This is an optimization exercise on Yosys and OpenROAD, whose aim is small area, a short achievable clock period and few clock cycles per item, not a production implementation.
RTL that was checked went through simulation tests only; none was proved equivalent to the original.

==> flow/design.v (excerpt) <==
module binary_division #(
    parameter   INTEGER_SIZE = 16,
                FRACT_SIZE = 16
) (
    input   wire                                            clk, rst, start_div,
    input   wire signed[INTEGER_SIZE+FRACT_SIZE-1:0]        dividend, divisor,
    output  reg  signed[INTEGER_SIZE+FRACT_SIZE-1:0]        Q_output,
    output  reg                                             end_div
);
Size in the first run: about 850 cells after synthesis, roughly 0.0073 mm² of cells after synthesis.
Settings: LEC_CHECK=0, CAP_MARGIN=20, CORE_MARGIN=2, CORE_UTILIZATION=60, SETUP_SLACK_MARGIN=3.5, SLEW_MARGIN=20; clock period 6.0 ns.
standard.sh (not shown) runs the stock make flow with config.mk's settings and CLKGATE_MAP_FILE= SYNTH_SCRIPT=/design/flow/synth_recipe.tcl, a recipe that flattens the netlist after the stock synthesis.
==> flow/flow/run.sh <==
#!/bin/bash
# The standard ORFS layout, with one change: the port buffers that
# global placement adds use the smallest buffer cell (buf_1) instead of the
# resizer's default pick. Every port still gets its own buffer.
set -euo pipefail
export BUFFER_PORTS_ARGS="-buffer_cell sky130_fd_sc_hd__buf_1"
bash standard.sh finish > standard_flow.log 2>&1
Testbench counts at the start, summed over its fixed seeds: cycles 46,113, items 1,600.
Edit:
Settings changed: SETUP_SLACK_MARGIN 3.5 to 3.0.
What happened:
- sequential cell count stays the same
- clock skew is about the same
- final area fell by a few percent
- register-to-register slack stays flat
- worst setup slack gains 6.3 ps

========
binary_division, a different RTL version from the one above (not shown whole).
For scale: about 910 cells after synthesis, roughly 100 I/O pins, about 8000 um^2 of cells after synthesis.
Settings: LEC_CHECK=0, CAP_MARGIN=20, CORE_MARGIN=2, CORE_UTILIZATION=40, SETUP_SLACK_MARGIN=3.0, SLEW_MARGIN=20; clock period 6.0 ns.
run.sh (not shown) runs the stock make flow with config.mk's settings and CLKGATE_MAP_FILE= SYNTH_SCRIPT=/design/flow/synth_recipe.tcl, a recipe that flattens the netlist after the stock synthesis.
Stock flow here: none of the scripts above is used.
==> next run, changes <==
--- a/flow/config.mk
+++ b/flow/config.mk
@@ -11 +11 @@
-export SETUP_SLACK_MARGIN = 3.0
+export SETUP_SLACK_MARGIN = 3.6
Effect: The changed run ran to the end with no violations. Cell count increases by 3.8%. Wire length increases by 7.3%. Clock-buffer cell count increases by 1. Final area increases by 2.7%. Register-to-register slack loses 120 ps. Fmax decreases by 3.2%. Setup slack loses 120 ps. Clock skew increases by 4.7 ps. Non-clock buffer count increases by 50.
No functional check of the RTL was part of any run of this note.

========
binary_division, a different RTL version from the one above (not shown whole).
For scale: roughly 840 cells after synthesis, ~110 flip-flops.
clock: 6.0 ns
lec_check: 0
cap_margin: 20
core_margin: 2
core_utilization: 40
slew_margin: 20
Then changed:
--- a/flow/config.mk
+++ b/flow/config.mk
@@ -10,0 +11 @@
+export SETUP_SLACK_MARGIN = 3.0
Effect:
- core utilization came out higher by 5.0 points
- sequential share of layout area came out lower by 2.5 points
Then changed:
--- a/flow/config.mk
+++ b/flow/config.mk
@@ -11 +11 @@
-export SETUP_SLACK_MARGIN = 3.0
+export SETUP_SLACK_MARGIN = 4.0
Clock-buffer cell count goes up by 1. Worst setup slack is better by 19 ps. Die area stays the same. Global-route usage goes up by 4.0 points. Wire length goes up by 16%.
Then changed:
--- a/flow/config.mk
+++ b/flow/config.mk
@@ -11 +11 @@
-export SETUP_SLACK_MARGIN = 4.0
+export SETUP_SLACK_MARGIN = 3.5
Effect: Cell area fell by 8.1%; worst setup slack got worse by 40 ps; area after synthesis is unchanged; routed wire length falls by 6.8%; core utilization decreases by 5.3 points; first-iteration DRC count fell by 14%; final cell count fell by 4.3%.
Function was not checked in any run of this note: the RTL went through the layout flow alone.

========
== exp/indigo ==
Another version of the RTL of binary_division (not shown whole).
For scale: roughly 810 cells after synthesis, ~110 flip-flops, roughly 100 I/O pins, about 7100 sq um of cells after synthesis.
clock: 6.0 ns
lec_check: 0
cap_margin: 20
core_margin: 2
core_utilization: 60
setup_slack_margin: 3.0
slew_margin: 20
tns_end_percent: 20
standard.sh (not shown) runs the stock make flow with config.mk's settings and CLKGATE_MAP_FILE= SYNTH_SCRIPT=/design/flow/synth_recipe.tcl, a recipe that flattens the netlist after the stock synthesis.
Scripts as last shown in full above: flow/flow/run.sh
Testbench counts of exp/indigo, summed over its fixed seeds: cycles 46,113, items 1,600.
The following lists how exp/cedar was set up differently from exp/indigo:
Settings: a change of CORE_UTILIZATION from 60 to 50; a deleted TNS_END_PERCENT that had been 20; an added CTS_BUF_LIST of sky130_fd_sc_hd__clkbuf_4 sky130_fd_sc_hd__clkbuf_8.
--- outcome ---
- exp/cedar vs exp/indigo: number of clock buffers in the layout down in exp/cedar
- Delta (exp/cedar minus exp/indigo): core utilization has decreased; worst setup slack has decreased; maximum clock frequency has decreased; via count of the first global-routing pass has decreased; routed wire length has remained practically unchanged.
- Clock buffer and inverter area fraction after layout was higher in the run labelled exp/indigo.
- exp/cedar vs. exp/indigo: first-pass GRT wire length up 200 microns; share of the clock period used by the worst path after layout rose by 0.40 points.
Setup changes, exp/cedar to exp/nickel
Settings: changing CORE_UTILIZATION from 50 to 60.
Notes after the runs:
Diff exp/cedar -> exp/nickel: source-to-sink clock delay at the later pin of the worst-skew pair shows no meaningful change; count of max-cap constraint violations about even; first-pass GRT wire length lower.
Compared with exp/cedar, in exp/nickel number of inserted filler cells in the final layout -about 24%, setup slack rose 0.017 ns, relative area change from synthesis to final layout rose 0.65 points.

========
Setup of run a:
The RTL this note starts from:
==> flow/design.v <==
module binary_division #(
    parameter   INTEGER_SIZE = 16,
                FRACT_SIZE = 16
) (
    input   wire                                            clk, rst, start_div,
    input   wire signed[INTEGER_SIZE+FRACT_SIZE-1:0]        dividend, divisor,
    output  reg  signed[INTEGER_SIZE+FRACT_SIZE-1:0]        Q_output,
    output  reg                                             end_div
);
localparam W = INTEGER_SIZE+FRACT_SIZE;        
localparam NBITS = INTEGER_SIZE+2*FRACT_SIZE;  
localparam SK = 8;                             
localparam [2:0] IDLE = 3'd0, ABS = 3'd1, ITER = 3'd2, NEG = 3'd3, DONE = 3'd4;
reg  [2:0]   st;
reg  [5:0]   cnt;       
reg  [W-1:0] R;         
reg  [W-1:0] Q;         
reg  [W-2:0] Mc;        
reg          mneg;      
reg          s;         
reg          nmin;      
reg          sub;       
reg          subn;      
reg          skp;       
wire         neg_en = (st == ABS) ? Q[W-1] : s;
wire [W-1:0] qor;                               
pfor #(.N(W)) u_qor (.x(Q), .y(qor));
wire [W-1:0] Qneg = Q ^ ({qor[W-2:0], 1'b0} & {W{neg_en}});
wire [W-2:0] mcr, mhir, mhi;                    
genvar gi;
generate for (gi = 0; gi < W-1; gi = gi + 1) begin : g_rev
    assign mcr[gi] = Mc[W-2-gi];
    assign mhi[gi] = mhir[W-2-gi];
end endgenerate
pfor #(.N(W-1)) u_mhi (.x(mcr), .y(mhir));
wire [W-1:0] mmask = ~{2'b00, mhi[W-2:1]};      
wire         mzero = ~mhi[0] & ~mneg;           
wire         b    = Q[W-1] & ~cnt[5];           
wire [W-1:0] sum;
wire [W-1:0] opv = {~subn, Mc[W-2:W/2] ^ {(W/2-1){~subn}}, Mc[W/2-1:0] ^ {(W/2){sub}}};
wire         a0   = b;
wire         g0s  = (a0 & ~Mc[0]) | (a0 & ~mneg) | (~Mc[0] & ~mneg);
wire         g0a  = (a0 & Mc[0]) | (a0 & mneg) | (Mc[0] & mneg);
wire         c1   = sub ? g0s : g0a;
wire [W-1:1] sumh;
padd2 #(.N(W-1)) u_add (.a(R[W-2:0]), .b(opv[W-1:1]), .cin(c1), .s(sumh));
assign sum = {sumh, a0 ^ Mc[0] ^ mneg};
wire         last = (cnt == NBITS-1);
wire         qbit = mzero ? ~(nmin & last) : ~sum[W-1];
wire         selS  = skp | (st != ITER);       
wire         stepq = (st == ITER) & ~skp & ~mzero;
wire         q0_other = (st == IDLE) ? dividend[0] : (st != ITER) ? Q[0] :
                        skp ? 1'b0 : ~(nmin & last);
reg  [2*SK-1:0] fed2;                            
integer j;
always @(*)
    for (j = 0; j < 2*SK; j = j + 1)
        fed2[2*SK-1-j] = Q[W-1-j];    
wire [W-1:0] RS   = {R[W-1-SK:0], fed2[2*SK-1:SK]};        
wire [W-1:0] RS2  = {R[W-1-2*SK:0], fed2};                 
wire         ok2  = ~|R[W-1:W-2*SK] & ~|(RS2 & mmask) & (cnt <= NBITS-2*SK);
wire         top0   = dividend[W-1] ? &dividend[W-1:W-1-SK] : ~|dividend[W-1:W-SK];
wire         mbig   = divisor[W-1] ? ~&divisor[W-2:SK] : |divisor[W-2:SK];
wire         ok_in  = (top0 | mbig) & (|divisor);
wire [5:0]   cnt_n = skp ? cnt + SK : cnt + 1'b1;
wire [W-1:0] R_n   = skp ? RS : sum;
wire         fin   = skp ? (cnt == NBITS-SK) : last;
always @(posedge clk or negedge rst) begin
    if (!rst)
        st <= IDLE;
    else case (st)
        IDLE: if (start_div) st <= dividend[W-1] ? ABS : ITER;
        ABS:  st <= ITER;
        ITER: if (fin) st <= s ? NEG : DONE;
        NEG:  st <= DONE;
        default: st <= IDLE;
    endcase
end
always @(posedge clk) begin
    if (st == IDLE) begin
        Mc   <= divisor[W-2:0] ^ {(W-1){divisor[W-1]}};
        mneg <= divisor[W-1];
        s    <= dividend[W-1] ^ divisor[W-1];
        nmin <= (dividend == {1'b1, {(W-1){1'b0}}});
    end
    R   <= (skp | (st != ITER)) ? (RS & {W{st == ITER}}) : sum;
    sub <= selS | ~sum[W-1];
    subn <= (st != ITER) ? 1'b0 : R_n[W-1];
    cnt <= (st != ITER) ? 6'd0 : cnt_n;
    skp <= (st == IDLE) ? ok_in : (st == ITER) ? skp & ok2 : skp;
    Q[W-1:1] <= (st == IDLE) ? dividend[W-1:1] :
                (st != ITER) ? Qneg[W-1:1] :
                skp          ? {Q[W-1-SK:0], {(SK-1){1'b0}}} : Q[W-2:0];
    Q[0]     <= stepq ? ~sum[W-1] : q0_other;
end
always @(*) begin
    Q_output = Q;
    end_div  = (st == DONE);
end
endmodule
module padd2 #(parameter N = 32) (
    input  wire [N-1:0] a, b,
    input  wire         cin,
    output wire [N-1:0] s
);
    reg [N-1:0] G, P, Gn, Pn;
    integer i, l, j;
    wire [N-1:0] p = a ^ b;
    wire [N-1:0] g = a & b;
    always @(*) begin
        G = g; P = p;
        for (l = 0; (1 << l) < N; l = l + 1) begin
            Gn = G; Pn = P;
            for (i = 0; i < N; i = i + 1)
                if ((i >> l) & 1) begin
                    j = ((i >> l) << l) - 1;
                    Gn[i] = G[i] | (P[i] & G[j]); Pn[i] = P[i] & P[j];
                end
            G = Gn; P = Pn;
        end
    end
    wire [N-1:0] c = {G[N-2:0] | (P[N-2:0] & {(N-1){cin}}), cin};
    assign s = p ^ c;
endmodule
module pfor #(parameter N = 32) (
    input  wire [N-1:0] x,
    output reg  [N-1:0] y
);
    reg [N-1:0] t;
    integer i, l;
    always @(*) begin
        y = x;
        for (l = 0; (1 << l) < N; l = l + 1) begin
            t = y;
            for (i = 0; i < N; i = i + 1)
                if ((i >> l) & 1)
                    t[i] = y[i] | y[((i >> l) << l) - 1];
            y = t;
        end
    end
endmodule
==> flow/config.mk <==
export PLATFORM = sky130hd
export DESIGN_NAME = binary_division
export DESIGN_NICKNAME = binary_division
export VERILOG_FILES = /design/flow/design.v
export SDC_FILE = /design/flow/constraint.sdc
export NUM_CORES = 4
export LEC_CHECK = 0
export CAP_MARGIN = 20
export CORE_MARGIN = 2
export CORE_UTILIZATION = 60
export CTS_BUF_LIST = sky130_fd_sc_hd__clkbuf_4 sky130_fd_sc_hd__clkbuf_8
export PLACE_DENSITY = 0.75
export SETUP_SLACK_MARGIN = 3.0
export SLEW_MARGIN = 20
==> flow/constraint.sdc <==
create_clock -name core_clock -period 6.0 [get_ports {clk}]
set_input_delay 1.2000 -clock core_clock [delete_from_list [all_inputs] [get_ports {clk}]]
set_output_delay 1.2000 -clock core_clock [all_outputs]
set_load 0.01 [all_outputs]
Scripts as last shown in full above: flow/flow/run.sh
Testbench counts of run a, summed over its fixed seeds: cycles 46,113, items 1,600.
### run a -> run b
Settings: changing SETUP_SLACK_MARGIN from 3.0 to 3.2.
### Flow results
- Of run a and run b, run a shows the lower total of cells resized after clock tree synthesis, with run b above it.
- Number of distinct library cells after synthesis essentially unchanged between run b and run a.
- Run b vs. run a: sequential fraction of total cell area dropped 0.75 points; share of the core filled with cells now larger.
- Status: final count of pins violating max slew parity (run a, run b)
- Going from run a to run b, the final standard cell count with taps included and fillers excluded was found to have gone up by about 1.5%.
- Compare run a and run b | total number of vias lower: run a
- Run b vs. run a: setup slack went up 76 ps; fraction of area in multi-input gates went down 0.25 points.
- Share of synthesized area spent on multiplexers essentially unchanged between run b and run a.

========
Another version of the RTL of binary_division (not shown whole).
Size: ~890 cells after synthesis, about 110 flip-flops, ~100 I/O pins, ~0.0075 mm² of cells after synthesis.
Settings: LEC_CHECK=0, CAP_MARGIN=20, CORE_MARGIN=2, CORE_UTILIZATION=40, SETUP_SLACK_MARGIN=3.0, SLEW_MARGIN=20; clock period 6.0 ns.
run.sh (not shown) runs the stock make flow with config.mk's settings and CLKGATE_MAP_FILE= SYNTH_SCRIPT=/design/flow/synth_recipe.tcl, a recipe that flattens the netlist after the stock synthesis.
Stock flow here: none of the scripts above is used.
The baseline completed with no timing, DRC or antenna violations.
Testbench counts at the start, summed over its fixed seeds: cycles 46,113, items 1,600.
Next try:
==> flow/flow/run.sh (new file) <==
#!/bin/bash
# The standard ORFS layout, with one change: the port buffers that
# global placement adds use the smallest buffer cell (buf_1) instead of the
# resizer's default pick. Every port still gets its own buffer.
set -euo pipefail
export BUFFER_PORTS_ARGS="-buffer_cell sky130_fd_sc_hd__buf_1"
bash standard.sh finish > standard_flow.log 2>&1
==> flow/standard.sh (new file) <==
#!/bin/bash
# synth_recipe.tcl (not shown) runs the flow's synth.tcl, then flattens the netlist and writes it again
# the make line also repeats each setting of config.mk as NAME=value (left out here)
make -C /OpenROAD-flow-scripts/flow DESIGN_CONFIG=/design/flow/config.mk WORK_HOME=/design/flow/orfs CLKGATE_MAP_FILE= SYNTH_SCRIPT=/design/flow/synth_recipe.tcl "${@:-finish}"
Settings changed: CORE_UTILIZATION 40 to 60.
removed: flow/run.sh
Outcome:
- The changed run produced a clean layout
- clock-buffer cell count does not change
- die area drops by 32%
- non-clock buffer count drops by 11
- design area drops by about 9%

========
binary_division, a different RTL version from the one above (not shown whole).
For scale: about 820 cells after synthesis, roughly 110 flip-flops, roughly 0.0072 mm2 of cells after synthesis.
clock: 6.0 ns
lec_check: 0
cap_margin: 20
core_margin: 2
core_utilization: 60
cts_buf_list: sky130_fd_sc_hd__clkbuf_4 sky130_fd_sc_hd__clkbuf_8
place_density: 0.75
setup_slack_margin: 3.0
slew_margin: 20
standard.sh (not shown) runs the stock make flow with config.mk's settings and CLKGATE_MAP_FILE= SYNTH_SCRIPT=/design/flow/synth_recipe.tcl, a recipe that flattens the netlist after the stock synthesis.
==> flow/flow/run.sh <==
#!/bin/bash
# The standard ORFS layout, with one change: the port buffers that
# global placement adds use the smallest buffer cell (buf_1) instead of the
# resizer's default pick. Every port still gets its own buffer.
set -euo pipefail
export BUFFER_PORTS_ARGS="-buffer_cell sky130_fd_sc_hd__buf_1"
bash standard.sh finish > standard_flow.log 2>&1
Testbench counts at the start, summed over its fixed seeds: cycles 46,113, items 1,600.
Change:
PLACE_DENSITY = unset   (was 0.75)
What happened: Design area goes down by 0.48%; routed wire length decreases by 2.4%; utilization went down by 0.33 points; worst hold slack barely changes; via count went down by 2.6%; clock skew falls by 0.0072 ns.

========
RTL: one of the versions met above, not the one the previous note started from.
Size in the first run: ~890 cells after synthesis, about 110 flip-flops, ~100 I/O pins.
==> flow/config.mk <==
export PLATFORM = sky130hd
export DESIGN_NAME = binary_division
export DESIGN_NICKNAME = binary_division
export VERILOG_FILES = /design/flow/design.v
export SDC_FILE = /design/flow/constraint.sdc
export NUM_CORES = 4
export LEC_CHECK = 0
export CAP_MARGIN = 20
export CORE_MARGIN = 2
export CORE_UTILIZATION = 40
export SETUP_SLACK_MARGIN = 3.0
export SLEW_MARGIN = 20
==> flow/constraint.sdc <==
create_clock -name core_clock -period 6.0 [get_ports {clk}]
set_input_delay 1.2000 -clock core_clock [delete_from_list [all_inputs] [get_ports {clk}]]
set_output_delay 1.2000 -clock core_clock [all_outputs]
set_load 0.01 [all_outputs]
Scripts as last shown in full above: flow/flow/run.sh
Testbench counts at the start, summed over its fixed seeds: cycles 46,113, items 1,600.
Rerun with:
Settings changed: CORE_UTILIZATION 40 to 70.
After rerunning: Setup slack barely changes; utilization came out higher by 36 points; worst hold slack improves by 0.017 ns; cell count came out lower by 8.4%; via count came out higher by 9.3%; clock skew came out lower by 0.0064 ns; wire length came out higher by 2.5%; clock-buffer cell count came out lower by 2.

separate check: timing with driven ports:
The flow's constraints put no driver on any port. The routed layouts listed below were extracted and timed again, unchanged, in two steps. Step 1: set_driving_cell puts a clkbuf_16 on clk and a buf_2 on each other input, an assumption about the parent block. Step 2 adds t to the input delays and takes it off the output delays; t is the mean of the earliest and latest rising clock arrival at the registers after step 1. Input paths then give back, and output paths get back, about the clock's delay inside the block. Three values: ideal ports, drivers, drivers and shift; two values: the first two.
| run | t (ns) | setup WS [ns] | hold slack, ns | worst setup path at the end | worst register clock-pin slew, ns |
|---|---|---|---|---|---|
| the first run of note 1 | 0.398 | 2.938 / 2.938 / 2.938 | 0.526 / 0.526 / 0.526 | register to register | 0.07 / 0.07 |
| the second run of note 1 | 0.406 | 2.944 / 2.944 / 2.882 | 0.521 / 0.521 / 0.521 | input to register | 0.08 / 0.08 |
| the first run of note 2 | 0.409 | 2.275 / 2.275 / 2.275 | 0.487 / 0.487 / 0.487 | register to register | 0.08 / 0.08 |
| the second run of note 2 | 0.411 | 2.150 / 2.150 / 2.150 | 0.522 / 0.522 / 0.522 | register to register | 0.08 / 0.08 |
| the first run of note 3 | 0.404 | 1.866 / 1.866 / 1.866 | 0.524 / 0.524 / 0.524 | register to register | 0.08 / 0.08 |
| the second run of note 3 | 0.404 | 2.948 / 2.948 / 2.948 | 0.516 / 0.516 / 0.516 | register to register | 0.08 / 0.08 |
| the third run of note 3 | 0.410 | 2.967 / 2.967 / 2.967 | 0.532 / 0.532 / 0.532 | register to register | 0.08 / 0.08 |
| the fourth run of note 3 | 0.404 | 2.927 / 2.927 / 2.927 | 0.510 / 0.510 / 0.510 | register to register | 0.08 / 0.08 |
| exp/indigo | 0.398 | 3.024 / 3.024 / 2.775 | 0.500 / 0.500 / 0.500 | input to register | 0.07 / 0.07 |
| exp/cedar | 0.433 | 3.000 / 3.000 / 2.615 | 0.494 / 0.494 / 0.494 | input to register | 0.12 / 0.12 |
| exp/nickel | 0.419 | 3.017 / 3.017 / 2.803 | 0.500 / 0.500 / 0.500 | input to register | 0.11 / 0.11 |
| run a | 0.438 | 3.048 / 3.048 / 2.915 | 0.522 / 0.522 / 0.522 | input to register | 0.12 / 0.12 |
| run b | 0.433 | 3.124 / 3.124 / 2.981 | 0.521 / 0.521 / 0.521 | input to register | 0.10 / 0.10 |
| the first run of note 6 | 0.397 | 2.799 / 2.799 / 2.684 | 0.513 / 0.513 / 0.513 | input to register | 0.08 / 0.08 |
| the second run of note 6 | 0.409 | 2.892 / 2.892 / 2.697 | 0.518 / 0.518 / 0.518 | input to register | 0.08 / 0.08 |
| the first run of note 7 | 0.434 | 3.034 / 3.034 / 2.756 | 0.522 / 0.522 / 0.522 | input to register | 0.12 / 0.12 |
| the second run of note 7 | 0.422 | 3.015 / 3.015 / 2.702 | 0.525 / 0.525 / 0.525 | input to register | 0.11 / 0.11 |
| the first run of note 8 | 0.411 | 2.871 / 2.871 / 2.798 | 0.507 / 0.507 / 0.507 | input to register | 0.09 / 0.09 |
| the second run of note 8 | 0.437 | 2.869 / 2.869 / 2.629 | 0.524 / 0.524 / 0.524 | input to register | 0.11 / 0.11 |
After both steps every run listed still meets setup and hold. For exp/cedar, which loses most, drivers alone change the setup slack by 0.000 ns; drivers and shift together by -0.385 ns.
